Source: an optimization exercise on an open RTL-to-GDS flow (aim: small area). Production flows keep margins and buffers that such runs may drop. RTL that was checked went through simulation tests only; none was proved equivalent to the original.

==> job 8975 <==
==> flow/design.v (excerpt) <==
module synthesizer(clk, rst, sw, freq, sig, seg);
    input clk;           
    input rst;           
    input [4:0] sw;      
    input [11:0] freq;   
    output [15:0] sig;   
    output [6:0] seg;    
    wire sq;
    wire [12:0] saw_q;
    wire saw_x, saw_valid;
    wire [15:0] sig_sine;
    display disp_ (.freq(freq), .segOut(seg));
    osc_square squosc_ (.freq(freq), .clk(clk), .rst(rst), .sq(sq));
    osc_tri_saw trisawsc_ (.freq(freq), .clk(clk), .rst(rst),
                           .q(saw_q), .X(saw_x), .valid(saw_valid));
    osc_sine sinesc_ (.freq(freq), .clk(clk), .rst(rst), .sin(sig_sine));
    sig_adder sigadd_ (.clk(clk), .rst(rst), .sw(sw), .sq(sq), .q(saw_q),
                       .X(saw_x), .saw_valid(saw_valid), .sig_sine(sig_sine), .sig(sig));
endmodule
clock: 500.0 ns
lec_check: 0
cap_margin: 5
core_margin: 2
core_utilization: 60
cts_buf_list: sky130_fd_sc_hd__clkbuf_16
cts_cluster_diameter: 100
cts_cluster_size: 28
place_density: 0.75
slew_margin: 5
standard.sh (not shown) runs the stock make flow with config.mk's settings and CLKGATE_MAP_FILE= SYNTH_SCRIPT=/design/flow/synth_recipe.tcl, a recipe that flattens the netlist after the stock synthesis.
==> flow/flow/run.sh <==
#!/bin/bash
bash standard.sh > standard.log 2>&1
==> job 3627: changes against job 8975 <==
--- a/flow/design.v
+++ b/flow/design.v
@@ -70,14 +70,19 @@
     assign negperiod[9] = (key[0] & ~key[2] & ~key[3] & ~key[4]) | (~key[0] & ~key[2] & key[4]) | (~key[0] & ~key[1] & key[2]);
     assign negperiod[10] = (~key[0] & key[2] & ~key[4]) | (key[3] & ~key[4]) | (~key[0] & ~key[1]);
     assign negperiod[11] = (~key[1] & ~key[2]) | (key[2] & ~key[3] & key[4]) | (~key[0] & key[3] & ~key[4]) | (key[0] & key[1] & key[2]);
     assign negperiod[12] = (key[0] & ~key[1] & ~key[4]) | (key[2] & ~key[3] & ~key[4]) | (key[3] & key[4]) | (~key[0] & key[1]);
 endmodule
-module sine_d(key, d, negd);
+module sine_consts(key, d, negd, c1, nc3, nt1, t2, t3);
     input [4:0] key;
     output [10:0] d;
     output [10:0] negd;
+    output [22:0] c1;
+    output [6:0] nc3;
+    output [10:0] nt1;
+    output [10:0] t2;
+    output [10:0] t3;
     assign d[0] = (key[0] & key[2] & key[4]) | (~key[0] & key[3]) | (~key[0] & key[1] & ~key[2]);
     assign d[1] = (~key[0] & key[1] & key[2]) | (~key[0] & key[2] & ~key[4]) | (key[1] & ~key[2] & ~key[4]);
     assign d[2] = (~key[2] & ~key[3]) | (~key[1] & ~key[3]) | (key[0] & key[4]);
     assign d[3] = (key[0] & key[2] & key[4]) | (key[0] & ~key[1] & key[2]) | (key[2] & key[3] & key[4]) | (~key[2] & ~key[4]) | (~key[0] & ~key[2]);
     assign d[4] = (~key[0] & key[1] & ~key[2]) | (~key[0] & ~key[1] & key[2] & ~key[4]) | (key[0] & key[1] & ~key[4]);
@@ -96,18 +101,10 @@
     assign negd[6] = (~key[0] & ~key[1] & ~key[3]) | (~key[0] & ~key[2] & key[4]) | (key[0] & key[1]);
     assign negd[7] = (key[1] & key[3] & ~key[4]) | (~key[0] & ~key[2]) | (~key[0] & key[4]) | (key[0] & key[1] & key[2] & ~key[4]);
     assign negd[8] = (~key[0] & key[3] & ~key[4]) | (key[1] & ~key[2]);
     assign negd[9] = (key[2] & ~key[3] & ~key[4]) | (key[0] & ~key[4]) | (~key[0] & key[2] & key[4]);
     assign negd[10] = (key[2]) | (~key[0]) | (key[4]);
-endmodule
-module sine_c0(key, c1, nc3, nt1, t2, t3);
-    input [4:0] key;
-    output [22:0] c1;
-    output [6:0] nc3;
-    output [10:0] nt1;
-    output [10:0] t2;
-    output [10:0] t3;
     assign c1[0] = (key[1] & key[3]) | (key[3] & ~key[4]) | (~key[1] & ~key[2] & ~key[4]) | (key[0] & key[2] & ~key[4]);
     assign c1[1] = (key[1] & key[3]) | (key[1] & key[4]) | (~key[1] & key[2] & ~key[3]);
     assign c1[2] = (key[3] & key[4]) | (~key[1] & ~key[2]) | (~key[0] & key[3]) | (key[0] & ~key[3] & ~key[4]) | (~key[0] & key[4]);
     assign c1[3] = (key[0] & ~key[1]) | (key[2] & key[4]) | (key[1] & ~key[2] & ~key[3] & ~key[4]) | (key[3] & key[4]) | (~key[0] & key[2] & ~key[3]);
     assign c1[4] = (key[3] & key[4]) | (~key[0] & key[1] & key[2]) | (key[0] & ~key[4]) | (~key[2] & ~key[4]);
@@ -251,28 +248,27 @@
     reg [10:0] r1, r2, nr3, nt1, t2, t3;
     reg [4:0] dkey;
     reg restart;
     wire [4:0] key;
     note_key nk (.freq(freq), .key(key));
-    wire [4:0] lkey = rst ? 5'b11100 : key;
     wire [10:0] d, negd;
-    sine_d sd (.key(dkey), .d(d), .negd(negd));
     wire [22:0] C1_0;
     wire [6:0] nC3_0;
     wire [10:0] nt1_0, t2_0, t3_0;
-    sine_c0 sc (.key(lkey), .c1(C1_0), .nc3(nC3_0), .nt1(nt1_0), .t2(t2_0), .t3(t3_0));
-    wire [31:0] se   = {restart ? 16'd0 : s[31:16], s[15:0]};
-    wire [14:0] nS2e = nS2;
-    wire [6:0]  nS3e = nS3;
-    wire [10:0] r1e  = r1;
-    wire [10:0] r2e  = r2;
-    wire [10:0] nr3e = nr3;
-    wire [22:0] C1e  = C1;
-    wire [6:0]  nC3e = nC3;
-    wire [10:0] nt1e = nt1;
-    wire [10:0] t2e  = t2;
-    wire [10:0] t3e  = t3;
+    sine_consts sc (.key(dkey), .d(d), .negd(negd), .c1(C1_0), .nc3(nC3_0),
+                    .nt1(nt1_0), .t2(t2_0), .t3(t3_0));
+    wire [31:0] se   = restart ? 32'd0 : s;
+    wire [14:0] nS2e = restart ? 15'h7fff : nS2;
+    wire [6:0]  nS3e = restart ? 7'h7f : nS3;
+    wire [10:0] r1e  = restart ? 11'd0 : r1;
+    wire [10:0] r2e  = restart ? 11'd0 : r2;
+    wire [10:0] nr3e = restart ? 11'h7ff : nr3;
+    wire [22:0] C1e  = restart ? C1_0 : C1;
+    wire [6:0]  nC3e = restart ? nC3_0 : nC3;
+    wire [10:0] nt1e = restart ? nt1_0 : nt1;
+    wire [10:0] t2e  = restart ? t2_0 : t2;
+    wire [10:0] t3e  = restart ? t3_0 : t3;
     wire [11:0] d12 = {1'b0, d};
     wire [11:0] negd12 = {1'b1, negd};       
     wire sneg = se[31];
     wire cneg = ~nC3e[6];
     wire S3neg = ~nS3e[6];
@@ -316,31 +312,24 @@
     wire uw = S3neg ? ~AW[11] : W[11];
     wire [10:0] t3n = uw ? AW[10:0] : W[10:0];
     wire [6:0] nC3n;
     add_rc #(7) a_c3 (.a(nC3e), .b({7{uw & S3neg}}), .ci(uw & ~S3neg), .s(nC3n), .co());
     wire crossing = ~Sn[31] & sneg;
-    wire load = rst | crossing;
     always @(posedge clk) begin
         if (rst) begin
             s[31:16] <= 16'd0;
             restart <= 1'b1;
+            dkey <= 5'b11100;    
         end else begin
             s[31:16] <= Sn[31:16];
             restart <= crossing;
+            if (crossing) dkey <= key;
         end
-        if (load) begin
-            dkey <= lkey;
-            s[15:0] <= 16'd0;
-            C1 <= C1_0; nS2 <= 15'h7fff; nS3 <= 7'h7f; nC3 <= nC3_0;
-            r1 <= 11'd0; r2 <= 11'd0; nr3 <= 11'h7ff;
-            nt1 <= nt1_0; t2 <= t2_0; t3 <= t3_0;
-        end else begin
-            s[15:0] <= Sn[15:0];
-            C1 <= C1n; nS2 <= nS2n; nS3 <= nS3n; nC3 <= nC3n;
-            r1 <= r1n; r2 <= r2n; nr3 <= nr3n;
-            nt1 <= nt1n; t2 <= t2n; t3 <= t3n;
-        end
+        s[15:0] <= Sn[15:0];
+        C1 <= C1n; nS2 <= nS2n; nS3 <= nS3n; nC3 <= nC3n;
+        r1 <= r1n; r2 <= r2n; nr3 <= nr3n;
+        nt1 <= nt1n; t2 <= t2n; t3 <= t3n;
     end
     assign sin = s[31:16];
 endmodule
 `timescale 1ns / 1ps
 module sig_adder(clk, rst, sw, sq, q, X, saw_valid, sig_sine, sig);
@@ -353,36 +342,35 @@
     input saw_valid;
     input [15:0] sig_sine;
     output reg [15:0] sig;
     reg [15:0] sig_noise;
     wire [15:0] noise_next = { sig_noise[14:0], sig_noise[15] ^ sig_noise[14] ^ sig_noise[12] ^ sig_noise[3] };
-    wire on = ~rst;
-    wire v0 = sw[0] & on;
-    wire v1 = sw[1] & saw_valid & on;
-    wire v2 = sw[2] & saw_valid & on;
-    wire v3 = sw[3] & on;
-    wire v4 = sw[4] & on;
+    wire v1 = sw[1] & saw_valid;
+    wire v2 = sw[2] & saw_valid;
     wire xb = X & v1;
-    wire [15:0] a = {3'b000, q & {13{v1}}};
+    wire [15:0] a = {{3{xb}}, q & {13{v1}}};
     wire [15:0] b = {1'b0, (q ^ {13{X}}) & {13{v2}}, 2'b00};
-    wire [15:0] c0 = v2 ? (v0 ? (sq ? 16'hF003 : 16'hD004) : 16'hE004)
-                        : (v0 ? (sq ? 16'h0FFF : 16'hF000) : 16'h0000);
-    wire [15:0] c = {c0[15:13] + {3{xb}}, c0[12:0]};
-    wire [15:0] d = v3 ? sig_sine : 16'd0;
-    wire [15:0] e = v4 ? noise_next : 16'd0;
+    wire [15:0] c = v2 ? (sw[0] ? (sq ? 16'hF003 : 16'hD004) : 16'hE004)
+                       : (sw[0] ? (sq ? 16'h0FFF : 16'hF000) : 16'h0000);
+    wire [15:0] d = sw[3] ? sig_sine : 16'd0;
+    wire [15:0] e = sw[4] ? noise_next : 16'd0;
     wire [15:0] s1 = a ^ b ^ c;
     wire [15:0] c1 = {(a[14:0] & b[14:0]) | (a[14:0] & c[14:0]) | (b[14:0] & c[14:0]), 1'b0};
     wire [15:0] s2 = s1 ^ c1 ^ d;
     wire [15:0] c2 = {(s1[14:0] & c1[14:0]) | (s1[14:0] & d[14:0]) | (c1[14:0] & d[14:0]), 1'b0};
     wire [15:0] s3 = s2 ^ c2 ^ e;
     wire [15:0] c3 = {(s2[14:0] & c2[14:0]) | (s2[14:0] & e[14:0]) | (c2[14:0] & e[14:0]), 1'b0};
     wire [15:0] sum;
     add_rc #(16) fin (.a(s3), .b(c3), .ci(xb), .s(sum), .co());
     always @(posedge clk) begin
-        sig <= sum;
-        if (rst) sig_noise <= 773;
-        else if (sw[4]) sig_noise <= noise_next;
+        if (rst) begin
+            sig <= 0;
+            sig_noise <= 773;
+        end else begin
+            sig <= sum;
+            if (sw[4]) sig_noise <= noise_next;
+        end
     end
 endmodule
 `timescale 1ns / 1ps
 module synthesizer(clk, rst, sw, freq, sig, seg);
     input clk;           
==> flow/run.sh (new file) <==
#!/bin/bash
# synth_recipe.tcl (not shown) runs the flow's synth.tcl, then flattens the netlist and writes it again
# the make line also repeats each setting of config.mk as NAME=value (left out here)
make -C /OpenROAD-flow-scripts/flow DESIGN_CONFIG=/design/flow/config.mk WORK_HOME=/design/flow/orfs CLKGATE_MAP_FILE= SYNTH_SCRIPT=/design/flow/synth_recipe.tcl finish
removed: flow/flow/run.sh
removed: flow/standard.sh
==> job 8546: changes against job 8975 <==
--- a/flow/design.v
+++ b/flow/design.v
@@ -70,14 +70,19 @@
     assign negperiod[9] = (key[0] & ~key[2] & ~key[3] & ~key[4]) | (~key[0] & ~key[2] & key[4]) | (~key[0] & ~key[1] & key[2]);
     assign negperiod[10] = (~key[0] & key[2] & ~key[4]) | (key[3] & ~key[4]) | (~key[0] & ~key[1]);
     assign negperiod[11] = (~key[1] & ~key[2]) | (key[2] & ~key[3] & key[4]) | (~key[0] & key[3] & ~key[4]) | (key[0] & key[1] & key[2]);
     assign negperiod[12] = (key[0] & ~key[1] & ~key[4]) | (key[2] & ~key[3] & ~key[4]) | (key[3] & key[4]) | (~key[0] & key[1]);
 endmodule
-module sine_d(key, d, negd);
+module sine_consts(key, d, negd, c1, nc3, nt1, t2, t3);
     input [4:0] key;
     output [10:0] d;
     output [10:0] negd;
+    output [22:0] c1;
+    output [6:0] nc3;
+    output [10:0] nt1;
+    output [10:0] t2;
+    output [10:0] t3;
     assign d[0] = (key[0] & key[2] & key[4]) | (~key[0] & key[3]) | (~key[0] & key[1] & ~key[2]);
     assign d[1] = (~key[0] & key[1] & key[2]) | (~key[0] & key[2] & ~key[4]) | (key[1] & ~key[2] & ~key[4]);
     assign d[2] = (~key[2] & ~key[3]) | (~key[1] & ~key[3]) | (key[0] & key[4]);
     assign d[3] = (key[0] & key[2] & key[4]) | (key[0] & ~key[1] & key[2]) | (key[2] & key[3] & key[4]) | (~key[2] & ~key[4]) | (~key[0] & ~key[2]);
     assign d[4] = (~key[0] & key[1] & ~key[2]) | (~key[0] & ~key[1] & key[2] & ~key[4]) | (key[0] & key[1] & ~key[4]);
@@ -96,18 +101,10 @@
     assign negd[6] = (~key[0] & ~key[1] & ~key[3]) | (~key[0] & ~key[2] & key[4]) | (key[0] & key[1]);
     assign negd[7] = (key[1] & key[3] & ~key[4]) | (~key[0] & ~key[2]) | (~key[0] & key[4]) | (key[0] & key[1] & key[2] & ~key[4]);
     assign negd[8] = (~key[0] & key[3] & ~key[4]) | (key[1] & ~key[2]);
     assign negd[9] = (key[2] & ~key[3] & ~key[4]) | (key[0] & ~key[4]) | (~key[0] & key[2] & key[4]);
     assign negd[10] = (key[2]) | (~key[0]) | (key[4]);
-endmodule
-module sine_c0(key, c1, nc3, nt1, t2, t3);
-    input [4:0] key;
-    output [22:0] c1;
-    output [6:0] nc3;
-    output [10:0] nt1;
-    output [10:0] t2;
-    output [10:0] t3;
     assign c1[0] = (key[1] & key[3]) | (key[3] & ~key[4]) | (~key[1] & ~key[2] & ~key[4]) | (key[0] & key[2] & ~key[4]);
     assign c1[1] = (key[1] & key[3]) | (key[1] & key[4]) | (~key[1] & key[2] & ~key[3]);
     assign c1[2] = (key[3] & key[4]) | (~key[1] & ~key[2]) | (~key[0] & key[3]) | (key[0] & ~key[3] & ~key[4]) | (~key[0] & key[4]);
     assign c1[3] = (key[0] & ~key[1]) | (key[2] & key[4]) | (key[1] & ~key[2] & ~key[3] & ~key[4]) | (key[3] & key[4]) | (~key[0] & key[2] & ~key[3]);
     assign c1[4] = (key[3] & key[4]) | (~key[0] & key[1] & key[2]) | (key[0] & ~key[4]) | (~key[2] & ~key[4]);
@@ -251,28 +248,27 @@
     reg [10:0] r1, r2, nr3, nt1, t2, t3;
     reg [4:0] dkey;
     reg restart;
     wire [4:0] key;
     note_key nk (.freq(freq), .key(key));
-    wire [4:0] lkey = rst ? 5'b11100 : key;
     wire [10:0] d, negd;
-    sine_d sd (.key(dkey), .d(d), .negd(negd));
     wire [22:0] C1_0;
     wire [6:0] nC3_0;
     wire [10:0] nt1_0, t2_0, t3_0;
-    sine_c0 sc (.key(lkey), .c1(C1_0), .nc3(nC3_0), .nt1(nt1_0), .t2(t2_0), .t3(t3_0));
-    wire [31:0] se   = {restart ? 16'd0 : s[31:16], s[15:0]};
-    wire [14:0] nS2e = nS2;
-    wire [6:0]  nS3e = nS3;
-    wire [10:0] r1e  = r1;
-    wire [10:0] r2e  = r2;
-    wire [10:0] nr3e = nr3;
-    wire [22:0] C1e  = C1;
-    wire [6:0]  nC3e = nC3;
-    wire [10:0] nt1e = nt1;
-    wire [10:0] t2e  = t2;
-    wire [10:0] t3e  = t3;
+    sine_consts sc (.key(dkey), .d(d), .negd(negd), .c1(C1_0), .nc3(nC3_0),
+                    .nt1(nt1_0), .t2(t2_0), .t3(t3_0));
+    wire [31:0] se   = restart ? 32'd0 : s;
+    wire [14:0] nS2e = restart ? 15'h7fff : nS2;
+    wire [6:0]  nS3e = restart ? 7'h7f : nS3;
+    wire [10:0] r1e  = restart ? 11'd0 : r1;
+    wire [10:0] r2e  = restart ? 11'd0 : r2;
+    wire [10:0] nr3e = restart ? 11'h7ff : nr3;
+    wire [22:0] C1e  = restart ? C1_0 : C1;
+    wire [6:0]  nC3e = restart ? nC3_0 : nC3;
+    wire [10:0] nt1e = restart ? nt1_0 : nt1;
+    wire [10:0] t2e  = restart ? t2_0 : t2;
+    wire [10:0] t3e  = restart ? t3_0 : t3;
     wire [11:0] d12 = {1'b0, d};
     wire [11:0] negd12 = {1'b1, negd};       
     wire sneg = se[31];
     wire cneg = ~nC3e[6];
     wire S3neg = ~nS3e[6];
@@ -316,31 +312,24 @@
     wire uw = S3neg ? ~AW[11] : W[11];
     wire [10:0] t3n = uw ? AW[10:0] : W[10:0];
     wire [6:0] nC3n;
     add_rc #(7) a_c3 (.a(nC3e), .b({7{uw & S3neg}}), .ci(uw & ~S3neg), .s(nC3n), .co());
     wire crossing = ~Sn[31] & sneg;
-    wire load = rst | crossing;
     always @(posedge clk) begin
         if (rst) begin
             s[31:16] <= 16'd0;
             restart <= 1'b1;
+            dkey <= 5'b11100;    
         end else begin
             s[31:16] <= Sn[31:16];
             restart <= crossing;
+            if (crossing) dkey <= key;
         end
-        if (load) begin
-            dkey <= lkey;
-            s[15:0] <= 16'd0;
-            C1 <= C1_0; nS2 <= 15'h7fff; nS3 <= 7'h7f; nC3 <= nC3_0;
-            r1 <= 11'd0; r2 <= 11'd0; nr3 <= 11'h7ff;
-            nt1 <= nt1_0; t2 <= t2_0; t3 <= t3_0;
-        end else begin
-            s[15:0] <= Sn[15:0];
-            C1 <= C1n; nS2 <= nS2n; nS3 <= nS3n; nC3 <= nC3n;
-            r1 <= r1n; r2 <= r2n; nr3 <= nr3n;
-            nt1 <= nt1n; t2 <= t2n; t3 <= t3n;
-        end
+        s[15:0] <= Sn[15:0];
+        C1 <= C1n; nS2 <= nS2n; nS3 <= nS3n; nC3 <= nC3n;
+        r1 <= r1n; r2 <= r2n; nr3 <= nr3n;
+        nt1 <= nt1n; t2 <= t2n; t3 <= t3n;
     end
     assign sin = s[31:16];
 endmodule
 `timescale 1ns / 1ps
 module sig_adder(clk, rst, sw, sq, q, X, saw_valid, sig_sine, sig);
@@ -353,36 +342,35 @@
     input saw_valid;
     input [15:0] sig_sine;
     output reg [15:0] sig;
     reg [15:0] sig_noise;
     wire [15:0] noise_next = { sig_noise[14:0], sig_noise[15] ^ sig_noise[14] ^ sig_noise[12] ^ sig_noise[3] };
-    wire on = ~rst;
-    wire v0 = sw[0] & on;
-    wire v1 = sw[1] & saw_valid & on;
-    wire v2 = sw[2] & saw_valid & on;
-    wire v3 = sw[3] & on;
-    wire v4 = sw[4] & on;
+    wire v1 = sw[1] & saw_valid;
+    wire v2 = sw[2] & saw_valid;
     wire xb = X & v1;
-    wire [15:0] a = {3'b000, q & {13{v1}}};
+    wire [15:0] a = {{3{xb}}, q & {13{v1}}};
     wire [15:0] b = {1'b0, (q ^ {13{X}}) & {13{v2}}, 2'b00};
-    wire [15:0] c0 = v2 ? (v0 ? (sq ? 16'hF003 : 16'hD004) : 16'hE004)
-                        : (v0 ? (sq ? 16'h0FFF : 16'hF000) : 16'h0000);
-    wire [15:0] c = {c0[15:13] + {3{xb}}, c0[12:0]};
-    wire [15:0] d = v3 ? sig_sine : 16'd0;
-    wire [15:0] e = v4 ? noise_next : 16'd0;
+    wire [15:0] c = v2 ? (sw[0] ? (sq ? 16'hF003 : 16'hD004) : 16'hE004)
+                       : (sw[0] ? (sq ? 16'h0FFF : 16'hF000) : 16'h0000);
+    wire [15:0] d = sw[3] ? sig_sine : 16'd0;
+    wire [15:0] e = sw[4] ? noise_next : 16'd0;
     wire [15:0] s1 = a ^ b ^ c;
     wire [15:0] c1 = {(a[14:0] & b[14:0]) | (a[14:0] & c[14:0]) | (b[14:0] & c[14:0]), 1'b0};
     wire [15:0] s2 = s1 ^ c1 ^ d;
     wire [15:0] c2 = {(s1[14:0] & c1[14:0]) | (s1[14:0] & d[14:0]) | (c1[14:0] & d[14:0]), 1'b0};
     wire [15:0] s3 = s2 ^ c2 ^ e;
     wire [15:0] c3 = {(s2[14:0] & c2[14:0]) | (s2[14:0] & e[14:0]) | (c2[14:0] & e[14:0]), 1'b0};
     wire [15:0] sum;
     add_rc #(16) fin (.a(s3), .b(c3), .ci(xb), .s(sum), .co());
     always @(posedge clk) begin
-        sig <= sum;
-        if (rst) sig_noise <= 773;
-        else if (sw[4]) sig_noise <= noise_next;
+        if (rst) begin
+            sig <= 0;
+            sig_noise <= 773;
+        end else begin
+            sig <= sum;
+            if (sw[4]) sig_noise <= noise_next;
+        end
     end
 endmodule
 `timescale 1ns / 1ps
 module synthesizer(clk, rst, sw, freq, sig, seg);
     input clk;           
==> flow/run.sh (new file) <==
#!/bin/bash
# synth_recipe.tcl (not shown) runs the flow's synth.tcl, then flattens the netlist and writes it again
# the make line also repeats each setting of config.mk as NAME=value (left out here)
make -C /OpenROAD-flow-scripts/flow DESIGN_CONFIG=/design/flow/config.mk WORK_HOME=/design/flow/orfs CLKGATE_MAP_FILE= SYNTH_SCRIPT=/design/flow/synth_recipe.tcl finish
Settings changed: CTS_CLUSTER_DIAMETER 100 to 60, CTS_CLUSTER_SIZE 28 to 35.
removed: flow/flow/run.sh
removed: flow/standard.sh
==> comparison table <==
	job 8975	job 8546	job 3627
Routed length on met3	2.16 mm	2.70 mm	2.58 mm
GR met2 Demand/Resource	52.2%	49.0%	48.3%
Clock Pin Slew Worst Setup and Hold Paths	0.10 ns	0.06 ns	0.12 ns
Crit-path max FO	33	15	15
Initial Utilization	61.0%	61.1%	61.1%
Die Outline Area	38900 sq um	39000 sq um	39000 sq um
Reg area	4430 sq um	4390 sq um	4390 sq um
Fill cells	3016	2960	3035
DRT Wirelength	53.0 mm	52.1 mm	51.4 mm
Sequential share of the synthesized area	19.8%	19.5%	19.5%
Initial DRC count	995	1035	1044
Largest clock skew in the final design	0.0668 ns	0.0423 ns	0.0363 ns
Worst hold start	sigadd_.sig_noise[7]$_SDFFE_PP0P_	squosc_.cycleCount[0]$_SDFF_PP0_	squosc_.cycleCount[0]$_SDFF_PP0_
Xor-xnor portion of the synthesized cell area	2.38%	2.45%	2.45%
Proportion of layout cells with a drive suffix above 1	7.62%	10.3%	9.52%
Worst r2r dst	sigadd_.sig[15]$_DFF_P_	sigadd_.sig[15]$_SDFF_PP0_	sigadd_.sig[15]$_SDFF_PP0_
Outcome	no timing/DRC/antenna violations	no timing/DRC/antenna violations	no timing/DRC/antenna violations
Met1 layer wirelength in the final routing	21.3 mm	20.9 mm	20.8 mm
Final GP Congestion	0.938	0.958	0.958
WL met2	27.5 mm	26.1 mm	25.6 mm
Fraction of area in multi-input gates	69.9%	69.2%	70.2%
Antenna cells	1	0	0
Relative area of non-clock buffer cells in the final design	2.65%	2.37%	2.40%
Number of antenna violations at the first check in global routing	1	0	0
Fraction of the mapped netlist area in adder cells	40.2%	40.9%	40.9%
The RTL of job 3627 and job 8546 was laid out without a check of its function.

[re-timing with driven ports]
In the flow no input, the clock included, has a driving cell. The finished layouts below were timed again as built, in two steps.
Step 1 assumes that a clkbuf_16 drives the clock port and a buf_2 every other input.
Step 2 adds t to the input delays and takes it off the output delays; t is the mean of the earliest and latest rising clock arrival at the registers after step 1. Input paths then give back, and output paths get back, about the clock's delay inside the block.
a / b / c = ideal / step 1 / step 2; a / b = the first two.
| run | t (ns) | setup slack, ns | worst data-port slew with drivers (ns) | pins driven straight from the clock port |
|---|---|---|---|---|
| job 8975 | 0.548 | 297.670 / 297.648 / 297.648 | 0.09 | 1 |
| job 3627 | 0.567 | 297.895 / 297.869 / 297.869 | 0.04 | 1 |
| job 8546 | 0.579 | 297.920 / 297.894 / 297.894 | 0.04 | 1 |
After both steps setup and hold are still met in every run listed.
